What follows belongs to an exercise in optimizing a design on an open flow for small area and a short achievable clock period; a production flow would make more cautious choices. The RTL was checked by simulation tests, not by an equivalence proof against the original design. No activity file was given, so power comes from the tool's default toggle rates.

// multiplier
module multiplier #(parameter N = 32) (
    input logic CLK, EN_mult, EN_blockRead, rst_n,
    input logic [15:0] mult_input0,
    input logic [15:0] mult_input1,
    input logic [N - 1:0] readMem_val,
    output logic RDY_mult, EN_readMem, EN_writeMem, VALID_memVal,
    output logic [N - 1:0] writeMem_val, memVal_data,
    output logic [5:0] writeMem_addr, readMem_addr
    );
Size in the first run: about 1,300 cells after synthesis, roughly 150 I/O pins, about 15,000 um^2 of cells after synthesis.
export LEC_CHECK = 0
export CAP_MARGIN = 20
export CORE_MARGIN = 2
export CORE_UTILIZATION = 65
export CTS_CLUSTER_SIZE = 32
export SETUP_SLACK_MARGIN = 1.85
export SLEW_MARGIN = 20
export SYNTH_HIERARCHICAL = 1
export SYNTH_MINIMUM_KEEP_SIZE = 0
create_clock -name core_clock -period 3.6 [get_ports {CLK}]
run.sh (not shown) runs the stock make flow with config.mk's settings and CLKGATE_MAP_FILE= SYNTH_SCRIPT=/design/flow/synth_recipe.tcl, a recipe that flattens the netlist after the stock synthesis.
Change:
ABC_AREA = 1   (was default)
CTS_CLUSTER_SIZE = default   (was 32)
SETUP_SLACK_MARGIN = 1.8   (was 1.85)
Effect:
- The changed run passed the timing, design-rule and antenna checks
- first-iteration DRC count grows by 60%
- die area went up by about 7%
- global-route usage went up by 0.53 points
- design area increases by 5.7%
- clock skew went up by 0.0032 ns
- synthesized area rose by about 7%
- routed wire length came out higher by 9.1%
Change:
ABC_AREA = default   (was 1)
CTS_CLUSTER_SIZE = 25   (was default)
Outcome: Wire length goes down by roughly a tenth; sequential share of layout area climbs by 2.6 points; power goes down by a few percent; clock skew is about the same; global-route usage falls by 0.73 points; design area is lower by a few percent; core utilization is lower by 0.11 points; clock power is lower by a few percent.
Change:
==> flow/flow/run.sh (new file) <==
#!/bin/bash
# The standard layout, with OpenROAD's power recovery after global routing
# (downsizes gates on paths that have slack to spare).
bash standard.sh RECOVER_POWER=100 finish > standard.log 2>&1
==> flow/standard.sh (new file) <==
#!/bin/bash
# synth_recipe.tcl (not shown) runs the flow's synth.tcl, then flattens the netlist and writes it again
# the make line also repeats each setting of config.mk as NAME=value (left out here)
make -C /OpenROAD-flow-scripts/flow DESIGN_CONFIG=/design/flow/config.mk WORK_HOME=/design/flow/orfs CLKGATE_MAP_FILE= SYNTH_SCRIPT=/design/flow/synth_recipe.tcl "${@:-finish}"
CTS_CLUSTER_SIZE = default   (was 25)
SETUP_SLACK_MARGIN = 1.85   (was 1.8)
removed: flow/run.sh
Sequential share of layout area barely changes.
Clock power came out higher by a few percent.
Global-route usage came out higher by 0.20 points.
Cell count stays flat.
Total power came out higher slightly.
Register-to-register slack is worse by 0.68 ns.
Design area came out lower slightly.
Synthesized cell count does not change.


## before
multiplier, a different RTL version from the one above (not shown whole).
Size: about 1200 cells after synthesis, roughly 150 I/O pins, about 15000 um2 of cells after synthesis.
## multiplier
module multiplier #(parameter N = 32) (
    input logic CLK, EN_mult, EN_blockRead, rst_n,
    input logic [15:0] mult_input0,
    input logic [15:0] mult_input1,
    input logic [N - 1:0] readMem_val,
    output logic RDY_mult, EN_readMem, EN_writeMem, VALID_memVal,
    output logic [N - 1:0] writeMem_val, memVal_data,
    output logic [5:0] writeMem_addr, readMem_addr
    );
clock: 3.6 ns
lec_check: 0
cap_margin: 20
core_margin: 2
core_utilization: 65
cts_cluster_diameter: 70
cts_cluster_size: 35
setup_slack_margin: 1.9
slew_margin: 20
synth_hierarchical: 1
synth_minimum_keep_size: 0
Stock flow here: none of the scripts above is used.
Every stage of the flow completed for before, and the final layout passed the timing, design-rule and antenna checks.
The inputs of after differ from those of before as listed below.
- CTS_CLUSTER_SIZE: 35 -> 30
- CTS_CLUSTER_DIAMETER: 70 -> 75
## What came out
When after is set beside before, its register share of the cell area turns out to be 0.28 points larger.
after vs. before: cell area dropped about 0.8%; number of standard cells in the final layout excluding fillers shows no meaningful change; detailed route wirelength on metal2 fell about 1.1%.
after — stage delay of the slowest cell on the critical path 0.20 ns higher, before as reference
after: flow completed, timing, DRC and antenna clean


red:
Starting RTL as in the previous note.
// multiplier
module multiplier #(parameter N = 32) (
    input logic CLK, EN_mult, EN_blockRead, rst_n,
    input logic [15:0] mult_input0,
    input logic [15:0] mult_input1,
    input logic [N - 1:0] readMem_val,
    output logic RDY_mult, EN_readMem, EN_writeMem, VALID_memVal,
    output logic [N - 1:0] writeMem_val, memVal_data,
    output logic [5:0] writeMem_addr, readMem_addr
    );
make LEC_CHECK=0 CAP_MARGIN=20 CORE_MARGIN=2 CORE_UTILIZATION=65 SETUP_SLACK_MARGIN=1.8 SLEW_MARGIN=20 SYNTH_HIERARCHICAL=1 SYNTH_MINIMUM_KEEP_SIZE=0 finish   # period 3.6 ns
Relative to red, the following input files were edited for blue:
# red
export LEC_CHECK = 0
export CAP_MARGIN = 20
export CORE_MARGIN = 2
export CORE_UTILIZATION = 65
export SETUP_SLACK_MARGIN = 1.8
export SLEW_MARGIN = 20
export SYNTH_HIERARCHICAL = 1
export SYNTH_MINIMUM_KEEP_SIZE = 0
create_clock -name core_clock -period 3.6 [get_ports {CLK}]
# blue
export LEC_CHECK = 0
export CAP_MARGIN = 20
export CORE_MARGIN = 2
export CORE_UTILIZATION = 65
export CTS_CLUSTER_DIAMETER = 75
export CTS_CLUSTER_SIZE = 25
export PLACE_DENSITY_LB_ADDON = 0.15
export SETUP_SLACK_MARGIN = 1.9
export SLEW_MARGIN = 20
export SYNTH_HIERARCHICAL = 1
export SYNTH_MINIMUM_KEEP_SIZE = 0
create_clock -name core_clock -period 3.6 [get_ports {CLK}]
==> comparison <==
Compare red and blue | cell area higher: red. Highest achievable clock rate up 19 MHz in blue wrt red. Cmp blue vs red: detailed router's first-iteration violation count higher in blue. When the final numbers for red and blue were put side by side, the clock power share turned out to be smaller in blue. Taking red as the reference, in blue post-layout instance count excluding filler cells decreased by 1.4% relative to the old numbers, clock buffer count from CTS decreased by 17 relative to the old numbers, standard cell area after detailed placement closely matched the old numbers. On worst setup slack after layout, the lower figure sits with red, not blue. Changes observed in blue relative to red: overall global routing resource usage shrank by 0.56 points, largest net degree at the start of global routing grew by 8.
Input changes introduced in green (baseline for comparison: blue):
# blue
export LEC_CHECK = 0
export CAP_MARGIN = 20
export CORE_MARGIN = 2
export CORE_UTILIZATION = 65
export CTS_CLUSTER_DIAMETER = 75
export CTS_CLUSTER_SIZE = 25
export PLACE_DENSITY_LB_ADDON = 0.15
export SETUP_SLACK_MARGIN = 1.9
export SLEW_MARGIN = 20
export SYNTH_HIERARCHICAL = 1
export SYNTH_MINIMUM_KEEP_SIZE = 0
create_clock -name core_clock -period 3.6 [get_ports {CLK}]
# green
export LEC_CHECK = 0
export CAP_MARGIN = 20
export CORE_MARGIN = 2
export CORE_UTILIZATION = 65
export SETUP_SLACK_MARGIN = 1.93
export SLEW_MARGIN = 20
export SYNTH_HIERARCHICAL = 1
export SYNTH_MINIMUM_KEEP_SIZE = 0
create_clock -name core_clock -period 3.6 [get_ports {CLK}]
### Flow results
First-pass GRT wire length: green > blue. Count of clock-buffer cells in the layout in green is 22 higher than in blue. green: PASS, flow complete, no timing, DRC or antenna violations. green vs. blue: actual slew at the worst max-slew pin went up by 0.017 ns. Final standard cell utilization of the core was higher in green than in blue. Looking at final period utilization, green sits 0.52 points lower than blue does. Later-pin clock latency in the skew report in green is 0.06 ns higher than in blue. Taking blue as the reference, in green filler-free cell count of the finished design rose about 2.2%; final area went up 640 um^2; area growth from synthesis to final layout increased 4.3 points; first-iteration DRC count went down about 5.6%.
Input changes introduced in orange (baseline for comparison: green):
# green
export LEC_CHECK = 0
export CAP_MARGIN = 20
export CORE_MARGIN = 2
export CORE_UTILIZATION = 65
export SETUP_SLACK_MARGIN = 1.93
export SLEW_MARGIN = 20
export SYNTH_HIERARCHICAL = 1
export SYNTH_MINIMUM_KEEP_SIZE = 0
create_clock -name core_clock -period 3.6 [get_ports {CLK}]
# orange
export LEC_CHECK = 0
export CAP_MARGIN = 20
export CORE_MARGIN = 2
export CORE_UTILIZATION = 65
export CTS_CLUSTER_DIAMETER = 75
export CTS_CLUSTER_SIZE = 25
export SETUP_SLACK_MARGIN = 1.92
export SLEW_MARGIN = 20
export SYNTH_HIERARCHICAL = 1
export SYNTH_MINIMUM_KEEP_SIZE = 0
create_clock -name core_clock -period 3.6 [get_ports {CLK}]
Notes after the runs:
- Result for orange and green: all clean
- orange and green ended up with nearly the same total area of sequential cells.
- Hold slack: orange and green compared, higher one is orange
- Area of combinational cells with multiple inputs essentially unchanged between orange and green.
- Delta (orange minus green): first-pass GRT wire length moved down; total wire length moved down; cell depth of the worst hold path level.
- From green to orange the numbers moved as follows: fraction of area in non-clock buffers saw an increase; post-layout instance count excluding filler cells saw a decrease; non-clock buffer count saw a decrease; final worst setup slack saw a decrease; post-route cell area saw a decrease.
- orange ended up with input pin to flip-flop as its type of the worst setup path; green ended up with flip-flop to output pin.

==> afterwards: timing with drivers on the ports <==
The flow's constraints put no driver on any port. The routed layouts listed below were extracted and timed again, unchanged, in two steps.
Step 1 (the two cells are an assumption about what drives the block):
set clk [get_ports {CLK}]
set_driving_cell -lib_cell sky130_fd_sc_hd__clkbuf_16 $clk
set_driving_cell -lib_cell sky130_fd_sc_hd__buf_2 [delete_from_list [all_inputs] $clk]
Step 2, shift: input delay + t, output delay - t, t = (earliest + latest rising clock arrival at the registers) / 2. This alone moves slack from input paths to output paths.
Three values: ideal ports, drivers, drivers and shift; two values: the first two.
run	t, ns	slack for setup (ns)	worst setup path after step 2	latest minus earliest clock arrival (ns)	worst slew at a driven data input, ns
the first run of note 1	0.544	1.859 / 1.830 / 1.334	input to register	0.011 / 0.011	0.07
the second run of note 1	0.557	1.832 / 1.782 / 1.296	input to register	0.018 / 0.018	0.07
the third run of note 1	0.607	1.816 / 1.786 / 1.238	input to register	0.017 / 0.017	0.07
the fourth run of note 1	0.544	1.192 / 1.192 / 0.843	input to register	0.011 / 0.010	0.07
before	0.562	1.862 / 1.818 / 1.323	input to register	0.028 / 0.028	0.09
after	0.552	1.874 / 1.840 / 1.321	input to register	0.023 / 0.023	0.09
red	0.548	1.796 / 1.772 / 1.274	input to register	0.016 / 0.016	0.08
blue	0.538	1.857 / 1.860 / 1.322	input to register	0.030 / 0.030	0.07
green	0.595	1.876 / 1.827 / 1.328	input to register	0.027 / 0.027	0.09
orange	0.552	1.862 / 1.847 / 1.330	input to register	0.015 / 0.015	0.09
After both steps setup and hold are still met in every run listed. The setup slack of the third run of note 1, which loses most, moves by -0.030 ns with the drivers and by -0.578 ns with both steps.
